What follows belongs to an exercise in optimizing a design on an open flow for small area, a short achievable clock period and few clock cycles; a production flow would make more cautious choices. In this exercise RTL edits were held to simulation tests only and were not proved equivalent to the original. Power figures rest on the tool's default switching activity, not on a simulated workload.

--- flow/constraint.sdc ---
create_clock -name core_clock -period 10.0 [get_ports {clk}]
set_input_delay 2.0000 -clock core_clock [delete_from_list [all_inputs] [get_ports {clk}]]
set_output_delay 2.0000 -clock core_clock [all_outputs]
set_load 0.01 [all_outputs]
--- flow/config.mk ---
export PLATFORM = sky130hd
export DESIGN_NAME = cache_controller
export DESIGN_NICKNAME = cache_controller
export VERILOG_FILES = /design/flow/design.v
export SDC_FILE = /design/flow/constraint.sdc
export NUM_CORES = 4
export LEC_CHECK = 0
export CAP_MARGIN = 20
export CORE_MARGIN = 2
export CORE_UTILIZATION = 40
export CTS_BUF_LIST = sky130_fd_sc_hd__clkbuf_16
export CTS_CLUSTER_DIAMETER = 60
export CTS_CLUSTER_SIZE = 24
export PLACE_DENSITY = 0.6
export SETUP_SLACK_MARGIN = 4.0
export SLEW_MARGIN = 20
export SYNTH_HIERARCHICAL = 1
export TNS_END_PERCENT = 5
--- flow/run.sh ---
#!/bin/bash
# synth_recipe.tcl (not shown) runs the flow's synth.tcl, then flattens the netlist and writes it again
# the make line also repeats each setting of config.mk as NAME=value (left out here)
make -C /OpenROAD-flow-scripts/flow DESIGN_CONFIG=/design/flow/config.mk WORK_HOME=/design/flow/orfs CLKGATE_MAP_FILE= SYNTH_SCRIPT=/design/flow/synth_recipe.tcl finish
--- flow/design.v ---
module Cache (
    input  wire [639:0] tag_all,    
    input  wire [63:0]  valid,
    input  wire [9:0]   t,
    input  wire [3:0]   s,
    input  wire         re,         
    output wire [3:0]   hitw,
    output wire         mem_re
);
  wire [63:0] m;
  genvar q, j;
  generate
    for (q = 0; q < 64; q = q + 1) begin : mt
      wire [3:0] sq = q / 4;
      assign m[q] = valid[q] && tag_all[q*10 +: 10] == t && s == sq;
    end
    for (j = 0; j < 4; j = j + 1) begin : way
      wire [15:0] mw;
      for (q = 0; q < 16; q = q + 1) begin : st
        assign mw[q] = m[q*4+j];
      end
      assign hitw[j] = |mw;
    end
  endgenerate
  assign mem_re = re && !(|hitw);
endmodule
module cache_controller (
    input wire clk,
    input wire reset,
    input wire        cpu_re,
    input wire        cpu_we,
    input wire [15:0] cpu_addr,
    input wire [31:0] cpu_wdata,
    output wire [31:0] cpu_rdata,
    output reg         ready,
    output wire        mem_re,
    output wire        mem_we,
    output wire [13:0] mem_addr,
    output wire [31:0] mem_wdata,
    input  wire [31:0] mem_rdata
);
  localparam LINES = 64;
  function [6:0] inc7(input [6:0] a);
    integer n;
    begin
      for (n = 0; n < 7; n = n + 1)
        inc7[n] = a[n] ^ (&(a | ~({7{1'b1}} >> (7 - n))));
    end
  endfunction
  function lt8(input [7:0] a, input [7:0] b);
    integer n;
    reg r;
    begin
      r = 1'b0;
      for (n = 0; n < 8; n = n + 1)
        r = (a[n] ^ b[n]) ? b[n] : r;
      lt8 = r;
    end
  endfunction
  wire [3:0] s = cpu_addr[5:2];
  wire [9:0] t = cpu_addr[15:6];
  wire req = cpu_re | cpu_we;
  reg  [LINES-1:0] V;         
  reg  [LINES-1:0] H;         
  wire [LINES*10-1:0] tag_all;
  wire [LINES*7-1:0]  u_all;
  wire [LINES*32-1:0] data_all;
  reg        odd_v;
  reg  [5:0] odd_line;
  reg        fill_pend;
  reg  [5:0] fill_line;
  reg  [31:0] rdata_q;        
  reg        rsel_mem;
  reg        p_v;             
  reg  [3:0] p_s;             
  reg  [3:0] p_w;             
  reg        p_hit;           
  reg        p_inv;           
  reg  [31:0] p_c;            
  reg  [31:0] cmin_q;         
  integer k;
  genvar i, j, q;
  function [15:0] dec16(input [3:0] a);
    integer n;
    begin
      for (n = 0; n < 16; n = n + 1) dec16[n] = (a == n);
    end
  endfunction
  function [63:0] dec64(input [5:0] a);
    integer n;
    begin
      for (n = 0; n < 64; n = n + 1) dec64[n] = (a == n);
    end
  endfunction
  wire [15:0] dec = dec16(s);
  wire [3:0] hitw;
  wire       mem_re_hit;
  Cache hit_unit (
      .tag_all(tag_all),
      .valid(V),
      .t(t),
      .s(s),
      .re(cpu_re && !reset),
      .hitw(hitw),
      .mem_re(mem_re_hit)
  );
  wire hit = |hitw;
  wire miss = !hit;
  reg  [27:0] su;
  reg  [3:0]  sh;
  always @(*) begin
    su = 28'd0;
    sh = 4'd0;
    for (k = 0; k < 16; k = k + 1) begin
      su = su | ({28{dec[k]}} & u_all[k*28 +: 28]);
      sh = sh | ({4{dec[k]}} & H[k*4 +: 4]);
    end
  end
  wire [7:0] nc [0:3];        
  wire [7:0] cs [0:3];        
  wire same = p_v && s == p_s;
  generate
    for (j = 0; j < 4; j = j + 1) begin : sway
      wire [7:0] stored = {sh[j] ? su[j*7 +: 7] : 7'd0, odd_v && odd_line == {s, j[1:0]}};
      assign cs[j] = same ? nc[j] : (p_v && !p_hit) ? 8'd0 : stored;
    end
  endgenerate
  reg  [7:0] pold;
  always @(*) begin
    pold = 8'd0;
    for (k = 0; k < 4; k = k + 1)
      if (p_w[k]) pold = pold | p_c[k*8 +: 8];
    if (p_inv) pold = 8'd0;
  end
  wire [6:0] u_new = (p_hit || pold[0]) ? inc7(pold[7:1]) : pold[7:1];
  wire       lsb_new = p_hit ? pold[0] : ~pold[0];
  wire [7:0] x [0:3];
  generate
    for (j = 0; j < 4; j = j + 1) begin : xway
      wire [7:0] pcj = p_c[j*8 +: 8];
      assign x[j] = p_w[j] ? {inc7(pcj[7:1]), pcj[0]} : pcj;
      assign nc[j] = p_hit ? x[j] : p_w[j] ? {u_new, lsb_new} : 8'd0;
    end
  endgenerate
  wire lt10 = lt8(x[1], x[0]);
  wire lt20 = lt8(x[2], x[0]);
  wire lt30 = lt8(x[3], x[0]);
  wire lt21 = lt8(x[2], x[1]);
  wire lt31 = lt8(x[3], x[1]);
  wire lt32 = lt8(x[3], x[2]);
  wire [3:0] hmin;
  assign hmin[0] = !lt10 && !lt20 && !lt30;
  assign hmin[1] = lt10 && !lt21 && !lt31;
  assign hmin[2] = lt20 && lt21 && !lt32;
  assign hmin[3] = !hmin[0] && !hmin[1] && !hmin[2];
  wire v0_wraps = !p_inv && p_c[7:0] == 8'hff;
  wire [3:0] mmin = (p_w[0] && !v0_wraps) ? 4'b0010 : 4'b0001;
  wire [3:0] pmin = p_hit ? hmin : mmin;
  wire [1:0] pmin_enc = {pmin[3] | pmin[2], pmin[3] | pmin[1]};
  wire [15:0] pdec = dec16(p_s);
  wire [LINES-1:0] psel;
  generate
    for (i = 0; i < LINES; i = i + 1) begin : pl
      assign psel[i] = p_v && pdec[i/4] && p_w[i%4];
    end
  endgenerate
  wire [3:0] sv = V[s*4 +: 4];
  wire [1:0] cm_enc = same ? pmin_enc : cmin_q[s*2 +: 2];
  wire [3:0] cmin = {cm_enc == 2'd3, cm_enc == 2'd2, cm_enc == 2'd1, cm_enc == 2'd0};
  wire [3:0] vict = !sv[0] ? 4'b0001 :
                    !sv[1] ? 4'b0010 :
                    !sv[2] ? 4'b0100 :
                    !sv[3] ? 4'b1000 : cmin;
  wire [3:0] wsel = hit ? hitw : vict;       
  wire [1:0] wenc = {wsel[3] | wsel[2], wsel[3] | wsel[1]};
  wire [5:0] line = {s, wenc};
  wire data_wr = cpu_we;                      
  wire fill_do = fill_pend && !data_wr;
  wire [31:0] wbus = data_wr ? cpu_wdata : mem_rdata;
  wire [LINES-1:0] fdec = dec64(fill_line);
  reg  [127:0] swd;
  reg  [3:0]   sfill;
  always @(*) begin
    swd = 128'd0;
    sfill = 4'd0;
    for (k = 0; k < 16; k = k + 1) begin
      swd = swd | ({128{dec[k]}} & data_all[k*128 +: 128]);
      sfill = sfill | ({4{dec[k]}} & fdec[k*4 +: 4]);
    end
  end
  reg  [31:0] rd_arr;
  always @(*) begin
    rd_arr = 32'd0;
    for (k = 0; k < 4; k = k + 1) rd_arr = rd_arr | ({32{hitw[k]}} & swd[k*32 +: 32]);
  end
  wire fwd = fill_pend && |(sfill & hitw);
  wire [31:0] rd = fwd ? mem_rdata : rd_arr;
  wire [LINES-1:0] sel;
  generate
    for (i = 0; i < LINES; i = i + 1) begin : ln
      reg [9:0]  tg;
      reg [6:0]  u;
      reg [31:0] d;
      assign sel[i] = req && dec[i/4] && wsel[i%4];
      always @(posedge clk) begin
        if (sel[i] && miss) tg <= t;
        if (psel[i]) u <= u_new;
        if ((sel[i] && data_wr) || (fill_do && fdec[i])) d <= wbus;
      end
      assign tag_all[i*10 +: 10] = tg;
      assign u_all[i*7 +: 7] = u;
      assign data_all[i*32 +: 32] = d;
    end
  endgenerate
  always @(posedge clk or posedge reset) begin
    if (reset) V <= {LINES{1'b0}};
    else if (req && miss) V <= V | sel;
  end
  always @(posedge clk) begin
    if (p_v) H <= p_hit ? (H | psel) : psel;
    if (p_v && !p_hit) odd_line <= {p_s, p_w[3] | p_w[2], p_w[3] | p_w[1]};
    if (req) begin
      p_s   <= s;
      p_w   <= wsel;
      p_hit <= hit;
      p_inv <= !(|(wsel & sv));
      p_c   <= {cs[3], cs[2], cs[1], cs[0]};
    end
    if (req && miss) cmin_q <= 32'd0;
    else if (p_v) cmin_q[p_s*2 +: 2] <= pmin_enc;
  end
  always @(posedge clk or posedge reset) begin
    if (reset) begin
      odd_v     <= 1'b0;
      fill_pend <= 1'b0;
      ready     <= 1'b0;
      p_v       <= 1'b0;
    end else begin
      ready <= req;
      p_v   <= req;
      if (p_v && !p_hit) odd_v <= lsb_new;
      if (cpu_re && miss) fill_pend <= 1'b1;
      else if (fill_do || (data_wr && line == fill_line)) fill_pend <= 1'b0;
    end
  end
  always @(posedge clk) begin
    if (cpu_re && miss) fill_line <= line;
    rdata_q  <= rd;
    rsel_mem <= cpu_re && miss;
  end
  assign cpu_rdata = rsel_mem ? mem_rdata : rdata_q;
  assign mem_re    = mem_re_hit;
  assign mem_we    = cpu_we && !reset;
  assign mem_addr  = cpu_addr[15:2];
  assign mem_wdata = cpu_wdata;
endmodule
==> results of run 1 <==
-- power groups by stage --
stage	Sequential, uW	Clock, uW	Combinational (uW)
final	16500	9740	2810
after global routing	16600	10300	2960
after CTS	16500	9820	2760
after detailed placement	16800	0	2620
after global placement	16800	0	2560
after floorplan	16700	0	1570
-- tightest hold or removal path, stage by stage (launching register included) --
cell and delay, ns:
dfxtp_1 0.32, nand2_1 0.06, a21oi_1 0.05
-- per-layer routing --
metal,GRT usage,vias up,share of wire
li1,-,31858,-
met1,0.3294,40405,0.39
met2,0.3838,4394,0.47
met3,0.03590,670,0.098
met4,0.07547,2,0.035
met5,0,-,0.000032
-- registers in the layout, indices dropped and copies added (netlist names), 4 cells and up --
register / flops
ln.tg: 640
V: 64
p_s: 4
H: 64
rdata_q: 32
ln.u: 448
p_w: 4
odd_line: 6
cmin_q: 32
fill_line: 6
p_c: 32
ln.d: 2048
-- cells in the final DEF (no fill, tap or decap), drive strengths merged, types with 20 or more instances in the layout --
cell type	n
edfxtp	3254
a22oi	875
xnor2	661
nand4	381
buf	334
clkbuf	222
a22o	217
a221oi	217
nor2	180
nand3	166
o21ai	158
clkdlybuf4s50	146
nand2	130
inv	108
mux2	106
nor3	102
o22ai	84
clkinv	74
or2	69
a21o	67
dfrtp	67
dfxtp	65
and2	45
mux2i	39
a21oi	38
and3	37
bufbuf	32
mux4	31
nor4	26
a31oi	23
ha	23
xor2	22
nor2b	20
-- worst paths after layout --
kind | slack [ns] | startpoint | endpoint | depth (start not counted)
setup / recovery | 3.72 | cpu_addr[2] | mem_re | 11
hold / removal | 0.47 | cmin_q[7]$_SDFFE_PP0P_ | cmin_q[7]$_SDFFE_PP0P_ | 2
setup reg to reg | 4.14 | p_w[0]$_DFFE_PN_ | ln[12].tg[3]$_DFFE_PP_ | 10
hold reg to reg | 0.47 | cmin_q[7]$_SDFFE_PP0P_ | cmin_q[7]$_SDFFE_PP0P_ | 2
max in group asynchronous | 7.09 | reset | V[13]$_DFFE_PP0P_ | 3
min in group asynchronous | 1.64 | reset | V[4]$_DFFE_PP0P_ | 2
-- area by class of cell --
cell class	count	area [um^2]	share of cell area
timing repair buffer	515	6487	0.04329
clock buffer	219	5480	0.03657
multi-input combinational	3826	29660	0.1979
clock inverter	173	1994	0.01331
antenna	3	7.507	0.00005009
sequential	3386	100700	0.6719
tap	4346	5438	0.03628
inverter	29	110.1	0.0007346
-- metrics by stage --
| step | power (uW) | cell area [um^2] | util | hold WS [ns] |
|---|---|---|---|---|
| after floorplan | 18290 | 132200 | - | 0.4332 |
| after global placement | 19380 | 139700 | 0.4264 | 0.4428 |
| after detailed placement | 19470 | 139800 | 0.4268 | 0.4546 |
| after CTS | 29110 | 149400 | 0.4560 | 0.4688 |
| after global routing | 29850 | 149900 | 0.4574 | 0.4828 |
| final | 29070 | 149900 | 0.4574 | 0.4706 |
-- per-module statistics from Yosys, one instance, submodules excluded --
module | cells inside | flip-flops and latches | area, um^2 | copies in the design
Cache | 1012 | 0 | 8253 | 1
cache_controller | 6736 | 3386 | 123500 | 1
-- kinds of logic after synthesis --
family | Yosys count | synth area share
multiplexers | 176 | 0.01735
flip-flops | 3386 | 0.7642
buffers and inverters | 536 | 0.02061
XOR/XNOR | 683 | 0.04554
AND/OR/NAND/NOR | 1194 | 0.05002
adder cells (fa/ha/maj) | 35 | 0.003096
AO/OA/AOI/OAI | 1738 | 0.09916
-- what timing repair did --
action,in CTS,in global routing
gates cloned,33,3
hold endpoints to repair,0,0
gates resized for setup,133,19
pin swaps,22,10
setup endpoints to repair,2116,566
buffers inserted,34,28
==> run summary, run 1 <==
- Number of top-level pins: about 170
- # setup viols final: 0
- EDFF count, synth: about 3,300
- I/O Buffers: approximately 160
- CTS tree: built
- Dominant cell by count in the synthesized netlist: edfxtp_1
- Clock share of power: 0.335
- CP Cell Sequence: buf_16 > buf_4 > and4_4 > nand4_1 > nor3_1 > nor4_2 > nand4_1 > buf_6 > or3_4 > nor4_4 > buf_2
- Post-synth top cells: edfxtp_1 (3,254), a22oi_1 (875), xnor2_1 (661)
- Via/cell ratio: 6.188
- Post-synth ARST share: 0.01979
- F_max: approximately 0.16 GHz
- Clock latency on the worst-skew pair: 0.99 ns
- Cells after DPL: 12,004
- Mapped cell area: roughly 130,000 um^2
- Final Cycle Share: 0.6283
- Largest net degree at the start of global routing: just under 90
- Crit Path Class: in2out
- Worst Path Max Fanout: 7
- Synth Register Bits: ~3,400
- Vias post-DR: 77,329
- Core ar.: 327,700 um^2
- Unrepaired setup endpoints after global routing: yes
- Fin cells: between 10,000 and 15,000
- Clk root buf: clkbuf_16
- Cell family with most CP delay: simple AND/OR/NAND/NOR gates
- Mapped Nets: roughly 8,000
- Final Net Count: just over 8,000
- Antenna violations before repair: 7
- Die footprint: ~330,000 um^2
- Fill count: between 20,000 and 30,000
- Post-layout minimum cycle time: ~6.3 ns
- Sink Count: ~3,400
- Clock buffer count from CTS: 219
- WP buf/inv: 4
- Combinational group share of total power: 0.097
- Post-synth top area share: 0.7416
- Syn avg cell area: 17.01 um^2
- Skew final: roughly 0.13 ns
- Measured slew at the worst slew-check pin: around 1.3 ns
- Final WL: a little over 400,000 um
- Pre-CTS setup slack: about 2.0 ns
- Final antenna-violating net count: 0
- Detailed-route DRC error count: 0
- Yosys warns: 7
- Drt first pass iters: 6
- First-pass GRT wire length: about 570,000 um
- Pleak: roughly 0.047 uW
- Max clock buf depth: 4
- Data required, critical path: 8.00 ns
- H-tree depth: 4
- Initial Util: 0.4021
- Seq pwr share: 0.568
- Setup_tns: 0 ns
- CTS clk-pin slew, worst paths: ~0.08 ns
- # rows: between 200 and 250
- Total global routing overflow: 0
- Area leader, netlist: edfxtp_1
- Distinct cell type count after synthesis: 88
- Startpoint type of the worst setup path: primary input
- Psw: roughly 7400 uW
- Max-slew headroom: 0.1504
- Initial DRC count: roughly 11,000
- PnR worst setup slack: approximately 3.7 ns
- Predominant post-synthesis flop cell: edfxtp_1
- Post-CTS Hold Fix Bufs: 0
- Chip height: approximately 580 um
- CP max stage cell: or3_4
- Fin. max-slew vios: 0
- Wirelength per Cell: 32.45 um
- PwrDens: around 190 nW/um^2
- Routability congestion estimate: slightly above 0.8
- Largest stage delay, worst path: 0.36 ns
- Vias in the first global route: ~74,000
- Sw Share: 0.2558
- Crit path capture type: output port
- Total global-route track usage: 0.2370
- Synth top area cells: edfxtp_1 (74%), a22oi_1 (5.0%), xnor2_1 (4.4%)
- Critical path arrival: roughly 4.3 ns
- Die width: between 500 and 600 um
- Crit path top cell by count: nand4_1
- Max cap viols: 0
- Peak supply drop: approximately 180 uV
- Hold Violations, Final: 0
- Layout area overhead: 13.75%
- Worst hold-check path type: reg2reg
- Internal power: about 22,000 uW
- Fraction of layout cells with a size suffix above 1: 0.1319
- Register area share after synthesis: 0.7642
- Post-Synthesis Cells: approximately 7,700
- HPWL Detailed: around 210,000 um
- Status: complete, no violations
Testbench counts, summed over its fixed seeds: cycles 32,000.
==> inputs of run 2 (changes only) <==
--- a/flow/design.v
+++ b/flow/design.v
@@ -13,4 +13,3 @@
     for (q = 0; q < 64; q = q + 1) begin : mt
-      wire [3:0] sq = q / 4;
-      assign m[q] = valid[q] && tag_all[q*10 +: 10] == t && s == sq;
+      assign m[q] = valid[q] && tag_all[q*10 +: 10] == t;
     end
@@ -21,3 +20,3 @@
       end
-      assign hitw[j] = |mw;
+      assign hitw[j] = mw[s];                
     end
--- a/flow/config.mk
+++ b/flow/config.mk
@@ -12,3 +12,3 @@
 export CTS_CLUSTER_DIAMETER = 60
-export CTS_CLUSTER_SIZE = 24
+export CTS_CLUSTER_SIZE = 20
 export PLACE_DENSITY = 0.6
==> run 2 against run 1 <==
Net effect:
- via count fell by 2.4%
- combinational power down 13%
- clock skew is 0.032 ns lower
==> run summary, run 2 <==
- Drt first pass iters: 8
- Overall power: roughly 29,000 uW
- Detailed-route DRC error count: 0
- Mapped cell area: between 100,000 and 150,000 um^2
- Peak supply drop: roughly 180 uV
- Die footprint: around 330,000 um^2
- Mapped Nets: ~8,000
- Clock latency on the worst-skew pair: just under 1 ns
- Die width: between 500 and 600 um
- Top reg by flops: ln.d
- Final WL: between 300,000 and 400,000 um
- Worst Path Max Fanout: 27
- Fraction of layout cells with a size suffix above 1: 0.1184
- First-pass GRT wire length: about 550,000 um
- Distinct cell type count after synthesis: 93
- Largest net degree at the start of global routing: 93
- Most common cell after layout, fill and taps aside: edfxtp_1
- Post-layout minimum cycle time: ~6.3 ns
- Final Cycle Share: 0.6326
- Dominant cell by count in the synthesized netlist: edfxtp_1
- Pleak: approximately 0.047 uW
- Hold_sp: cmin_q[0]$_SDFFE_PP0P_
- F_max: 0.1581 GHz
- EDFF count, synth: ~3,300
- Setup_tns: 0 ns
- Sw Share: 0.2442
- Via/cell ratio: about 6.1
- Status: complete, no violations
- H-tree depth: 4
- Total global routing overflow: 0
- Most frequent cells in the layout: edfxtp_1 (3,254), a22oi_1 (683), xnor2_1 (389)
- Max clock buf depth: 4
- WHS Path Cells: 2
- Routability congestion estimate: just under 0.9
- Vias post-DR: between 70,000 and 80,000
- Final antenna-violating net count: 0
- Final Net Count: roughly 8,000
- WL met1: 161,200 um
- HPWL Detailed: between 200,000 and 250,000 um
- Area leader, netlist: edfxtp_1
- Register area share after synthesis: 0.7634
- Syn avg cell area: 17.14 um^2
- Antenna violations before repair: 10
- Wirelength per Cell: between 30 and 40 um
- Layout area overhead: 12.80%
- Seq pwr share: 0.564
- Total global-route track usage: 0.2301
- Top Metal Used: met5
- Clk root buf: clkbuf_16
- Post-synth ARST share: 0.01979
- Worst Hold Path EP: cmin_q[0]$_SDFFE_PP0P_
- Core ar.: ~330,000 um^2
- Post-Synthesis Cells: 7,694
- Yosys warns: 7
- Psw: roughly 7000 uW
- Post-synth top area share: 0.7409
- Initial DRC count: 9,848
- Measured slew at the worst slew-check pin: 1.160 ns
- Fin. max-slew vios: 0
- Metal3 WL: approximately 38,000 um
- Crit path capture type: output port
- Skew final: approximately 0.096 ns
- Synth Register Bits: ~3,400
- Sink Count: 3,386
- Hold Violations, Final: 0
- Startpoint type of the worst setup path: primary input
- Initial Util: 0.4025
- # rows: 210
- I/O Buffers: about 160
- Critical path arrival: ~4.3 ns
- Data required, critical path: around 8.0 ns
- Number of top-level pins: about 170
- Predominant post-synthesis flop cell: edfxtp_1
- Met2 Routed Length: between 150,000 and 200,000 um
- Max reg flops: between 2,000 and 2,500
- PwrDens: 193.1 nW/um^2
- Crit Path Class: in2out
- Chip height: between 500 and 600 um
- Post-synth top cells: edfxtp_1 (3,254), a22oi_1 (684), xnor2_1 (389)
- # setup viols final: 0
- Worst R2R End: ln[40].d[25]$_DFFE_PP_
- Fill count: roughly 28,000
- Clock buffer count from CTS: approximately 240
- Combinational group share of total power: 0.085
- Vias in the first global route: between 70,000 and 80,000
- Worst r2r path cells: 15
- Unrepaired setup endpoints after global routing: yes
- Max cap viols: 0
- CTS tree: built
- Internal power: 21,710 uW
- Worst hold-check path type: reg2reg
- Synth top area cells: edfxtp_1 (74%), a22oi_1 (3.9%), xnor2_1 (2.6%)
- R2R setup slack: around 3.9 ns
- CTS clk-pin slew, worst paths: about 0.06 ns
- Top flop regs: ln.d: 2048 flops, ln.tg: 640 flops, ln.u: 448 flops
- RR Startpoint: p_c[17]$_DFFE_PN_
- Clock share of power: 0.351
- Final Util: 0.4541
- Max-slew headroom: 0.2268
==> run 2: cell count changes after synthesis, sizes merged, moves of 32 or more <==
cell,before,now
a22oi,875,684
a22o,217,323
nand3,166,223
nor4,26,66
o21ai,158,116
nor3,102,52
xnor2,661,390
nand4,381,217
and3,37,69
a221oi,217,322
xor2,22,284
==> run 2: worst max-delay path by stage <==
stage,cells past startpoint,start,endpoint,slack [ns]
finish,10,cpu_addr[6],mem_re,3.67
detailed placement,16,cpu_addr[14],ln[33].d[20]$_DFFE_PP_,2.17
global placement,10,cpu_addr[14],mem_re,2.26
CTS,10,cpu_addr[13],mem_re,3.70
global route,10,cpu_addr[6],mem_re,3.56
floorplan,9,cpu_addr[2],ln[0].d[0]$_DFFE_PP_,3.33
==> run 2: what timing repair did <==
action,CTS,global route
resized for setup,106,1
pin swaps,10,8
setup buffers,5,12
endpoints found under the setup margin,2500,1728
hold buffers,0,0
gates cloned,21,0
==> run 2: critical path: stages <==
cell and delay (ns):
buf_16 0.23, buf_6 0.33, xor2_1 0.19, nor4_1 0.07, a41oi_1 0.33, o41ai_4 0.16
nor2_1 0.20, a221oi_4 0.14, nor4_4 0.40, buf_2 0.20
==> run 2: through the flow <==
step	hold slack [ns]	std cells	setup WS (ns)	instance area [um^2]
floorplan	0.4244	7694	3.335	132200
global placement	0.4584	11920	2.256	139400
detailed placement	0.4714	11920	2.166	139400
CTS	0.4817	12363	3.699	148500
global route	0.5102	12377	3.562	148800
finish	0.4827	12382	3.674	148800
==> run 2: kinds of logic after synthesis <==
| kind of cell | Yosys count | synth area share |
|---|---|---|
| flip-flops | 3386 | 0.7634 |
| adder cells (fa/ha/maj) | 35 | 0.003121 |
| multiplexers | 167 | 0.01653 |
| AO/OA/AOI/OAI | 1762 | 0.1050 |
| XOR/XNOR | 674 | 0.04481 |
| buffers and inverters | 546 | 0.02071 |
| AND/OR/NAND/NOR | 1124 | 0.04641 |
==> run 2: area by class of cell <==
type,count,area (um^2),share of cell area
Inverter,31,121.4,0.0008157
Clock buffer,240,6006,0.04037
Tap cell,4346,5438,0.03655
Timing Repair Buffer,434,4831,0.03247
Clock inverter,177,1887,0.01268
Antenna cell,6,15.01,0.0001009
Sequential cell,3386,100700,0.6768
Multi-Input combinational cell,3762,29790,0.2002
==> run 2: Yosys stat by module, one instance, submodules excluded <==
module,cell area (um^2),cells inside,flip-flops and latches,times used
cache_controller,123400,6627,3386,1
Cache,8538,1067,0,1
==> run 2: metal layers <==
metal	vias to the layer above	GRT usage
met5	-	0
met4	4	0.05881
met3	539	0.04177
met2	3914	0.3704
met1	39545	0.3227
li1	31505	-
==> run 2: power by group through the flow <==
stage          combinational, uW  clock [uW]  sequential, uW
3_3_place_gp                2260           0           16500
2_1_floorplan               1350           0           16500
6_report                    2440       10100           16200
4_1_cts                     2410       10200           16200
5_1_grt                     2580       10700           16200
3_5_place_dp                2310           0           16500
Testbench counts of run 2, summed over its fixed seeds: cycles 32,000.

==> separate check: timing with driven ports <==
How much do the figures lean on ideal ports? The routed layouts below were timed once more, with nothing changed but the port constraints.
Step 1: set_driving_cell puts a clkbuf_16 on clk and a buf_2 on each other input, an assumption about the parent block.
Step 2, shift: input delay + t, output delay - t, t = (earliest + latest rising clock arrival at the registers) / 2. This alone moves slack from input paths to output paths.
a / b / c = ideal ports / drivers / drivers and shift; a / b = the first two.
run	shift t [ns]	slack for setup (ns)	worst setup path after step 2	worst register clock-pin slew, ns	cell pins on the clock port's net
run 1	1.026	3.717 / 3.504 / 2.795	input to register	0.10 / 0.10	1
run 2	1.028	3.674 / 3.405 / 2.670	input to register	0.09 / 0.09	1
After both steps every run listed still meets setup and hold. The setup slack of run 2, which loses most, moves by -0.269 ns with the drivers and by -1.004 ns with both steps.
